Context: an optimization exercise on an open-source flow, tuned for small area and a short achievable clock period. The choices shown serve that exercise and are no tape-out recipe.
The clock port is modelled as an ideal driver, which makes a skipped or thinned clock tree look cheaper than it is; a real chip needs a root buffer or a tree.
Power is estimated from default activity; no workload was simulated.

Design apb_top, start of the top module:
module apb_top (
 input PCLK,
 input PRESETn,
 input transfer,
 input read_write,
 input  [7:0] write_addr,
 input  [7:0] write_data,
 input  [7:0] read_addr,
 output [7:0] read_data_out
);
 wire [63:0] ins;
 wire [7:0]  wdata;
 wire [63:0] lo_n;
 wire [7:0]  hi;
 wire [7:0]  rdata;
    apb_master master (
     .PCLK(PCLK), .PRESETn(PRESETn), .transfer(transfer), .read_write(read_write),
     .write_addr(write_addr), .write_data(write_data), .read_addr(read_addr),
     .ins(ins), .wdata(wdata), .lo_n(lo_n), .hi(hi),
     .rdata(rdata), .read_data_out(read_data_out)
    );
    apb_slave slave (
     .PCLK(PCLK), .ins(ins), .wdata(wdata), .lo_n(lo_n), .hi(hi), .rdata(rdata)
    );
endmodule
clock: 7.0 ns
lec_check: 0
cap_margin: 40
core_margin: 2
core_utilization: 75
place_density: 0.8
setup_slack_margin: 4.6
slew_margin: 40
synth_hierarchical: 1
standard.sh (not shown) runs the stock make flow with config.mk's settings and CLKGATE_MAP_FILE= SYNTH_SCRIPT=/design/flow/synth_recipe.tcl, a recipe that flattens the netlist after the stock synthesis.
==> flow/flow/run.sh <==
#!/bin/bash
# The standard layout (standard.sh) with hooks into its steps:
#   flow/downsize.tcl (PRE_FLOORPLAN_TCL) sets logic cells to their
#     smallest size; the floorplan's repair_timing and the later repair
#     steps size up what timing needs.
#   flow/clock_tree.tcl (PRE_CTS_TCL) builds a two-level clock tree in place
#     of TritonCTS.
#   The port buffers are buf_2 cells (BUFFER_PORTS_ARGS).
# The make output goes to standard.log here; ORFS keeps each step's own log
# under orfs/logs/.
set -euo pipefail
export PRE_FLOORPLAN_TCL="$PWD/flow/downsize.tcl"
export PRE_CTS_TCL="$PWD/flow/clock_tree.tcl"
export BUFFER_PORTS_ARGS="-buffer_cell sky130_fd_sc_hd__buf_2"
bash standard.sh > standard.log 2>&1
Other scripts of this flow, unchanged in this note and not shown: flow/flow/clock_tree.tcl, flow/flow/downsize.tcl
Rerun with:
- CORE_UTILIZATION: 75 -> 60
- PLACE_DENSITY: 0.8 -> 0.7
What happened: Design area came out higher slightly. Worst setup slack gets better by 0.11 ns. Final cell count grows by a few percent. Routed wire length decreases by a few percent. Maximum frequency rose by a few percent. Sequential power hardly moves. Power hardly moves. First-iteration DRC count shrinks slightly. Combinational power barely changes. Via count falls by a few percent. Clock power climbs slightly.
No functional check of the RTL was part of any run of this note. No run of this note takes its clock network from TritonCTS; it comes from the design's own scripts or RTL.

* * *

apb_top, a different RTL version from the one above (not shown whole).
Size: about 3900 cells after synthesis, roughly 36 I/O pins.
## apb_top
module apb_top (
 input PCLK,
 input PRESETn,
 input transfer,
 input read_write,
 input  [7:0] write_addr,
 input  [7:0] write_data,
 input  [7:0] read_addr,
 output [7:0] read_data_out
);
 wire [63:0] ins;
 wire [7:0]  wdata;
 wire [63:0] lo_n;
 wire [7:0]  hi;
 wire [7:0]  rdata;
    apb_master master (
     .PCLK(PCLK), .PRESETn(PRESETn), .transfer(transfer), .read_write(read_write),
     .write_addr(write_addr), .write_data(write_data), .read_addr(read_addr),
     .ins(ins), .wdata(wdata), .lo_n(lo_n), .hi(hi),
     .rdata(rdata), .read_data_out(read_data_out)
    );
    apb_slave slave (
     .PCLK(PCLK), .ins(ins), .wdata(wdata), .lo_n(lo_n), .hi(hi), .rdata(rdata)
    );
endmodule
==> flow/config.mk <==
export PLATFORM = sky130hd
export DESIGN_NAME = apb_top
export DESIGN_NICKNAME = apb_top
export VERILOG_FILES = /design/flow/design.v
export SDC_FILE = /design/flow/constraint.sdc
export NUM_CORES = 8
export LEC_CHECK = 0
export CAP_MARGIN = 40
export CORE_MARGIN = 2
export CORE_UTILIZATION = 60
export PLACE_DENSITY = 0.7
export SETUP_SLACK_MARGIN = 4.5
export SLEW_MARGIN = 40
export SYNTH_HIERARCHICAL = 1
==> flow/constraint.sdc <==
create_clock -name core_clock -period 7.0 [get_ports {PCLK}]
set_input_delay 1.4000 -clock core_clock [delete_from_list [all_inputs] [get_ports {PCLK}]]
set_output_delay 1.4000 -clock core_clock [all_outputs]
set_load 0.01 [all_outputs]
Scripts as last shown in full above: flow/flow/run.sh
Other scripts of this flow, unchanged in this note and not shown: flow/flow/clock_tree.tcl, flow/flow/downsize.tcl
Change:
Settings changed: SETUP_SLACK_MARGIN 4.5 to 4.6.
What happened:
- final area barely changes
- first-iteration DRC count went up by a little under a tenth
- die area is unchanged
- sequential power barely changes
No run of this note included a check of the RTL's function; only the layout flow was run. In every run of this note, the design's own scripts or RTL, not TritonCTS, make the clock network.

* * *

yarrow:
The RTL this note starts from:
==> flow/design.v <==
module apb_master (
  input PCLK,
  input PRESETn,
  input transfer,
  input read_write,
  input  [7:0] write_addr,
  input  [7:0] write_data,
  input  [7:0] read_addr,
  output [15:0] ins_h_n,     
  output [3:0]  ins_l_n,     
  output [7:0] wdata,        
  output [31:0] lo_n,        
  output reg [7:0] hi,       
  input  [7:0] rdata,
  output reg [7:0] read_data_out
);
  reg st1, st2, st3;         
  reg wr1, wr2, wr3;         
  reg wm;                    
  reg wm4;                   
  reg [15:0] ins_h;          
  reg [3:0]  ins_l;          
  reg rd1, rd2;              
  reg [2:0] cnt;             
  reg [7:0] addr;
  reg vis;                   
  reg [7:0] wbyte;
  reg wpol;                  
  reg [7:0] rhold;           
  reg rpol;                  
  reg [7:0] rshadow;
  wire idle  = ~(st1 | st2 | st3);
  wire start = idle & transfer;
  wire [7:0] addr_d  = idle ? (read_write ? write_addr : read_addr) : addr;
  always @(posedge PCLK or negedge PRESETn) begin
    if (!PRESETn) begin
      st1 <= 1'b0; st2 <= 1'b0; st3 <= 1'b0;
      wr1 <= 1'b0; wr2 <= 1'b0; wr3 <= 1'b0;
      wm  <= 1'b0;
      rd1 <= 1'b0; rd2 <= 1'b0;
    end else begin
      st1 <= start;
      st2 <= st1;
      st3 <= st2;
      wr1 <= start & read_write;
      wr2 <= wr1;
      wr3 <= wr2;
      wm  <= ((start & read_write) | wr1 | wr2) & (addr_d[1:0] == ~cnt[1:0]);
      rd1 <= start & ~read_write;
      rd2 <= rd1;
    end
  end
  wire wnow = wm | wm4;
  assign ins_h_n = ~({16{wnow}} & ins_h);
  assign ins_l_n = ins_l;
  genvar c;
  wire [7:0]  raddr_d = idle ? read_addr : addr;
  wire [15:0] lo_dec_n;
  wire        vis_d;
  apb_rdec u_rdec (.a(raddr_d[4:0]), .cnt(cnt[1:0]), .lo_n(lo_dec_n), .vis(vis_d));
  wire [2:0] x_now  = {1'b0, addr[1:0]} + cnt + 3'd7;
  wire [2:0] x_next = {1'b0, addr_d[1:0]} + cnt;
  assign wdata = wbyte ^ {8{wpol}};
  wire [7:0] rbyte = rhold ^ {8{rpol}};
  generate
    for (c = 0; c < 2; c = c + 1) begin : g_lo
      apb_lo_reg u_lo (.PCLK(PCLK), .d(lo_dec_n), .q_n(lo_n[16*c +: 16]));
    end
  endgenerate
  wire take1 = rd1 & vis;    
  wire take2 = rd2 & vis;    
  always @(posedge PCLK) begin
    cnt   <= cnt + 3'd1;
    wm4   <= wr3 & (addr[1:0] == ~cnt[1:0]);
    wpol  <= x_next[2];
    ins_h <= 16'h1 << addr_d[7:4];
    ins_l <= ~(4'h1 << addr_d[3:2]);
    addr  <= addr_d;
    if (idle)
      wbyte <= write_data;
    hi    <= 8'h1 << raddr_d[7:5];
    vis   <= vis_d;
    if (take1 | take2) begin
      rhold <= rdata;
      rpol  <= x_now[2];
    end
    rshadow <= rbyte;
    read_data_out <= rd2 ? rshadow : rbyte;
  end
endmodule
module apb_lo_reg (
  input PCLK,
  input [15:0] d,
  output reg [15:0] q_n
);
  always @(posedge PCLK)
    q_n <= d;
endmodule
module apb_rdec (
  input  [4:0]  a,
  input  [1:0]  cnt,
  output [15:0] lo_n,
  output        vis
);
  wire p1 = a[1] ^ cnt[1] ^ (a[0] & cnt[0]);
  assign vis  = ~(a[0] ^ cnt[0]);
  assign lo_n = ~(16'h1 << {a[4:2], p1});
endmodule
module apb_slave (
  input PCLK,
  input [15:0] ins_h_n,
  input [3:0]  ins_l_n,
  input [7:0]  wdata,
  input [31:0] lo_n,         
  input [7:0]  hi,
  output [7:0] rdata
);
  reg [2047:0] mem;
  genvar h, b, k, i;
  generate
    for (k = 0; k < 64; k = k + 1) begin : g_ring
      wire [7:0] d0;
      wire ins, hold;
      rd_nor2 u_ins (.a(ins_h_n[k/4]), .b(ins_l_n[k%4]), .y(ins));
      rd_or2 u_hold (.a(ins_h_n[k/4]), .b(ins_l_n[k%4]), .y(hold));
      for (b = 0; b < 8; b = b + 1) begin : g_in
        rd_aoi22 u_in (.a1(ins), .a2(wdata[b]), .b1(hold), .b2(mem[(4*k+3)*8+b]), .y(d0[b]));
      end
      always @(posedge PCLK) begin
        mem[(4*k+0)*8 +: 8] <= d0;
        mem[(4*k+1)*8 +: 8] <= mem[(4*k+0)*8 +: 8];
        mem[(4*k+2)*8 +: 8] <= mem[(4*k+1)*8 +: 8];
        mem[(4*k+3)*8 +: 8] <= mem[(4*k+2)*8 +: 8];
      end
    end
    for (b = 0; b < 8; b = b + 1) begin : g_b
      wire [7:0] z;
      for (h = 0; h < 8; h = h + 1) begin : g_grp
        wire [7:0] t;
        wire [3:0] u;
        for (i = 0; i < 8; i = i + 1) begin : g_t
          rd_oai22 u_t (.a1(mem[(4*(8*h+i)+0)*8+b]), .a2(lo_n[16*(h/4)+2*i]),
                        .b1(mem[(4*(8*h+i)+2)*8+b]), .b2(lo_n[16*(h/4)+2*i+1]), .y(t[i]));
        end
        for (i = 0; i < 4; i = i + 1) begin : g_u
          rd_nor2 u_u (.a(t[2*i]), .b(t[2*i+1]), .y(u[i]));
        end
        rd_nand4 u_z (.a(u[0]), .b(u[1]), .c(u[2]), .d(u[3]), .y(z[h]));
      end
      wire [3:0] v;
      for (i = 0; i < 4; i = i + 1) begin : g_v
        rd_aoi22 u_v (.a1(z[2*i]), .a2(hi[2*i]), .b1(z[2*i+1]), .b2(hi[2*i+1]), .y(v[i]));
      end
      rd_and4 u_r (.a(v[0]), .b(v[1]), .c(v[2]), .d(v[3]), .y(rdata[b]));
    end
  endgenerate
endmodule
module rd_or2 (input a, input b, output y);
  assign y = a | b;
endmodule
module rd_nor2 (input a, input b, output y);
  assign y = ~(a | b);
endmodule
module rd_nand4 (input a, input b, input c, input d, output y);
  assign y = ~(a & b & c & d);
endmodule
module rd_and4 (input a, input b, input c, input d, output y);
  assign y = a & b & c & d;
endmodule
module rd_oai22 (input a1, input a2, input b1, input b2, output y);
  assign y = ~((a1 | a2) & (b1 | b2));
endmodule
module rd_aoi22 (input a1, input a2, input b1, input b2, output y);
  assign y = ~((a1 & a2) | (b1 & b2));
endmodule
module apb_top (
 input PCLK,
 input PRESETn,
 input transfer,
 input read_write,
 input  [7:0] write_addr,
 input  [7:0] write_data,
 input  [7:0] read_addr,
 output [7:0] read_data_out
);
 wire [15:0] ins_h_n;
 wire [3:0]  ins_l_n;
 wire [7:0]  wdata;
 wire [31:0] lo_n;
 wire [7:0]  hi;
 wire [7:0]  rdata;
    apb_master master (
     .PCLK(PCLK), .PRESETn(PRESETn), .transfer(transfer), .read_write(read_write),
     .write_addr(write_addr), .write_data(write_data), .read_addr(read_addr),
     .ins_h_n(ins_h_n), .ins_l_n(ins_l_n), .wdata(wdata), .lo_n(lo_n), .hi(hi),
     .rdata(rdata), .read_data_out(read_data_out)
    );
    apb_slave slave (
     .PCLK(PCLK), .ins_h_n(ins_h_n), .ins_l_n(ins_l_n), .wdata(wdata), .lo_n(lo_n), .hi(hi), .rdata(rdata)
    );
endmodule
export LEC_CHECK = 0
export CAP_MARGIN = 40
export CORE_MARGIN = 2
export CORE_UTILIZATION = 60
export PLACE_DENSITY = 0.7
export SETUP_SLACK_MARGIN = 4.6
export SLEW_MARGIN = 70
export SYNTH_HIERARCHICAL = 1
create_clock -name core_clock -period 7.0 [get_ports {PCLK}]
==> flow/flow/run.sh <==
#!/bin/bash
# The standard layout (standard.sh) with hooks into its steps:
#   flow/downsize.tcl (PRE_FLOORPLAN_TCL) sets logic cells to their
#     smallest size; the floorplan's repair_timing and the later repair
#     steps size up what timing needs.
#   flow/place_out.tcl (POST_GLOBAL_PLACE_TCL) puts each output register
#     next to its port buffer.
#   flow/clock_tree.tcl (PRE_CTS_TCL) builds a two-level clock tree in place
#     of TritonCTS.
#   The port buffers are buf_2 cells (BUFFER_PORTS_ARGS).
# The make output goes to standard.log here; ORFS keeps each step's own log
# under orfs/logs/.
set -euo pipefail
export PRE_FLOORPLAN_TCL="$PWD/flow/downsize.tcl"
export PRE_CTS_TCL="$PWD/flow/clock_tree.tcl"
export POST_GLOBAL_PLACE_TCL="$PWD/flow/place_out.tcl"
export BUFFER_PORTS_ARGS="-buffer_cell sky130_fd_sc_hd__buf_2"
bash standard.sh > standard.log 2>&1
==> flow/flow/downsize.tcl <==
# Sourced as PRE_FLOORPLAN_TCL. Synthesis maps some cells at a larger drive
# than their loads need; this sets every logic cell (not buffers, clock
# cells, taps or ties) to the smallest size of its family (the strongest of
# those when several share the smallest area), and leaves the floorplan's
# repair_timing and the later repair steps to size up what timing needs.
# The exceptions drive long wires across the memory: the read select's
# second-level AOI22s (those that drive an AND4) start at size 2, and the
# registered low predecode (master.g_lo*) at size 4.
proc ds_run {} {
  set db [ord::get_db]
  set block [ord::get_db_block]
  array set best {}
  array set best_area {}
  array set best_drive {}
  foreach lib [$db getLibs] {
    foreach m [$lib getMasters] {
      set n [$m getName]
      if {![regexp {^(sky130_fd_sc_hd__[a-z0-9]+)_([0-9]+)$} $n -> base drive]} { continue }
      set a [expr {[$m getWidth] * [$m getHeight]}]
      if {![info exists best($base)] || $a < $best_area($base)
          || ($a == $best_area($base) && $drive > $best_drive($base))} {
        set best($base) $n
        set best_area($base) $a
        set best_drive($base) $drive
      }
    }
  }
  set skip {^sky130_fd_sc_hd__(buf|bufbuf|bufinv|clkbuf|clkdlybuf4s[0-9]+|clkinv|clkinvlp|dlygate4sd[0-9]+|dlymetal6s[0-9]+s|dlyb|tapvpwrvgnd|tap|fill|decap|diode|conb)$}
  set count 0
  foreach inst [$block getInsts] {
    set n [[$inst getMaster] getName]
    if {![regexp {^(sky130_fd_sc_hd__[a-z0-9]+)_([0-9]+)$} $n -> base drive]} { continue }
    if {[regexp $skip $base]} { continue }
    if {![info exists best($base)] || $best($base) eq $n} { continue }
    replace_cell [$inst getName] $best($base)
    incr count
  }
  puts "downsize: $count cells set to their smallest size"

  set up 0
  foreach inst [$block getInsts] {
    set n [[$inst getMaster] getName]
    if {$n eq "sky130_fd_sc_hd__dfxtp_1" && [string match "master.g_lo*" [$inst getName]]} {
      replace_cell [$inst getName] sky130_fd_sc_hd__dfxtp_4
      incr up
      continue
    } elseif {$n eq "sky130_fd_sc_hd__a22oi_1"} {
      set load "sky130_fd_sc_hd__and4_"; set to "sky130_fd_sc_hd__a22oi_2"
    } else {
      continue
    }
    set out [$inst findITerm Y]
    set net [$out getNet]
    if {$net eq "NULL"} { continue }
    foreach it [$net getITerms] {
      if {[string match "${load}*" [[[$it getInst] getMaster] getName]]} {
        replace_cell [$inst getName] $to
        incr up
        break
      }
    }
  }
  puts "downsize: $up read select cells sized up"
}
ds_run
==> flow/flow/place_out.tcl <==
# Sourced as POST_GLOBAL_PLACE_TCL: puts each register that drives an output
# port's buffer next to that buffer, by the pin, so the clock-to-output path
# has no long wire (its input path from the design has the slack for it).
# Detailed placement legalises the moved cells.
proc po_driver {net} {
  foreach it [$net getITerms] {
    if {[$it isOutputSignal]} { return $it }
  }
  return ""
}

proc po_run {} {
  set block [ord::get_db_block]
  set moved 0
  foreach bt [$block getBTerms] {
    if {[$bt getIoType] ne "OUTPUT"} { continue }
    set drv [po_driver [$bt getNet]]
    if {$drv eq ""} { continue }
    set buf [$drv getInst]
    set in ""
    foreach it [$buf getITerms] {
      if {[$it isInputSignal]} { set in $it }
    }
    if {$in eq "" || [$in getNet] eq "NULL"} { continue }
    set rdrv [po_driver [$in getNet]]
    if {$rdrv eq ""} { continue }
    set reg [$rdrv getInst]
    if {![string match "*df*" [[$reg getMaster] getName]]} { continue }
    lassign [$buf getLocation] x y
    $reg setLocation $x $y
    incr moved
  }
  puts "place_out: moved $moved output registers next to their port buffers"
}
po_run
Other scripts of this flow, unchanged in this note and not shown: flow/flow/clock_tree.tcl
## Diff of input files: raven against yarrow
==> flow/flow/downsize.tcl <==
# Sourced as PRE_FLOORPLAN_TCL. Synthesis maps some cells at a larger drive
# than their loads need; this sets every logic cell (not buffers, clock
# cells, taps or ties) to the smallest size of its family, and leaves the
# later repair steps to size up the cells that timing needs.
proc ds_run {} {
  set db [ord::get_db]
  set block [ord::get_db_block]
  array set best {}
  array set best_area {}
  array set best_drive {}
  foreach lib [$db getLibs] {
    foreach m [$lib getMasters] {
      set n [$m getName]
      if {![regexp {^(sky130_fd_sc_hd__[a-z0-9]+)_([0-9]+)$} $n -> base drive]} { continue }
      set a [expr {[$m getWidth] * [$m getHeight]}]
      if {![info exists best($base)] || $a < $best_area($base)
          || ($a == $best_area($base) && $drive > $best_drive($base))} {
        set best($base) $n
        set best_area($base) $a
        set best_drive($base) $drive
      }
    }
  }
  set skip {^sky130_fd_sc_hd__(buf|bufbuf|bufinv|clkbuf|clkdlybuf4s[0-9]+|clkinv|clkinvlp|dlygate4sd[0-9]+|dlymetal6s[0-9]+s|dlyb|tapvpwrvgnd|tap|fill|decap|diode|conb)$}
  set count 0
  foreach inst [$block getInsts] {
    set n [[$inst getMaster] getName]
    if {![regexp {^(sky130_fd_sc_hd__[a-z0-9]+)_([0-9]+)$} $n -> base drive]} { continue }
    if {[regexp $skip $base]} { continue }
    if {![info exists best($base)] || $best($base) eq $n} { continue }
    replace_cell [$inst getName] $best($base)
    incr count
  }
  puts "downsize: $count cells set to their smallest size"
}
ds_run
Results
Leakage power of the design, raven and yarrow, lower one = raven.
Filler-free cell count of the finished design: yarrow vs raven — no meaningful difference
Per the comparison of raven with yarrow, routed wire length rose 830 um; final cycle utilization of the critical path dropped 0.18 points; cell area dropped 960 um2; worst-case register-to-register setup slack fell 0.03 ns; worst setup slack has increased.
The following lists how fjord was set up differently from raven:
-- flow/flow/run.sh --
<<< raven, line 5
#     steps size up what timing needs.
#   flow/place_out.tcl (POST_GLOBAL_PLACE_TCL) puts each output register
#     next to its port buffer.
#   flow/clock_tree.tcl (PRE_CTS_TCL) builds a two-level clock tree in place
>>> fjord, line 5
#     steps size up what timing needs.
#   flow/clock_tree.tcl (PRE_CTS_TCL) builds a two-level clock tree in place
<<< raven, line 15
export PRE_CTS_TCL="$PWD/flow/clock_tree.tcl"
export POST_GLOBAL_PLACE_TCL="$PWD/flow/place_out.tcl"
export BUFFER_PORTS_ARGS="-buffer_cell sky130_fd_sc_hd__buf_2"
>>> fjord, line 13
export PRE_CTS_TCL="$PWD/flow/clock_tree.tcl"
export BUFFER_PORTS_ARGS="-buffer_cell sky130_fd_sc_hd__buf_2"
removed: flow/flow/place_out.tcl
[summary]
On internal power component, fjord and raven are neck and neck. For raven, the path type of the worst setup path was flip-flop to flip-flop, unlike fjord, where it was flip-flop to primary output. The via count of the first global-routing pass was comparable across fjord and raven. Leakage dissipation: raven vs fjord — no meaningful difference. Diff raven -> fjord | worst-case hold slack | decrease of 0.0075 ns. Critical path's largest stage delay in fjord is 0.14 ns below raven. Measured against each other, fjord and raven differ in minimum setup slack in the final design, the lower figure coming from fjord.
Function was not checked in any run of this note: the RTL went through the layout flow alone. In every run of this note, the design's own scripts or RTL, not TritonCTS, make the clock network.

-- separate check: timing with driven ports --
The results above use ideal ports. As a check the final layouts listed here were re-extracted and re-timed, cells and wires unchanged. Step 1 (the two cells are an assumption about what drives the block):
set clk [get_ports {PCLK}]
set_driving_cell -lib_cell sky130_fd_sc_hd__clkbuf_16 $clk
set_driving_cell -lib_cell sky130_fd_sc_hd__buf_2 [delete_from_list [all_inputs] $clk]
Step 2 moves the port delays by t, midway between the first and last clock arrival at a register: inputs arrive t later, outputs are due t later. That takes back most of the time a late clock gives input paths. Three values: no drivers, after step 1, after step 2; two values: the first two.
run	t, ns	setup slack, ns	worst register clock-pin slew, ns	worst slew at a driven data input, ns	cell pins on the clock port's net
the first run of note 1	0.676	4.405 / 4.410 / 3.800	0.10 / 0.10	0.18	4
the second run of note 1	0.681	4.516 / 4.477 / 3.934	0.11 / 0.11	0.18	4
the first run of note 2	0.675	4.521 / 4.467 / 4.046	0.11 / 0.11	0.17	4
the second run of note 2	0.673	4.553 / 4.479 / 4.126	0.11 / 0.11	0.14	4
yarrow	0.649	4.638 / 4.480 / 3.995	0.11 / 0.11	0.18	4
raven	0.661	4.651 / 4.499 / 4.122	0.11 / 0.11	0.10	4
fjord	0.665	4.591 / 4.421 / 4.147	0.11 / 0.11	0.11	4
After both steps every run listed still meets setup and hold. The setup slack of yarrow, which loses most, moves by -0.158 ns with the drivers and by -0.643 ns with both steps.
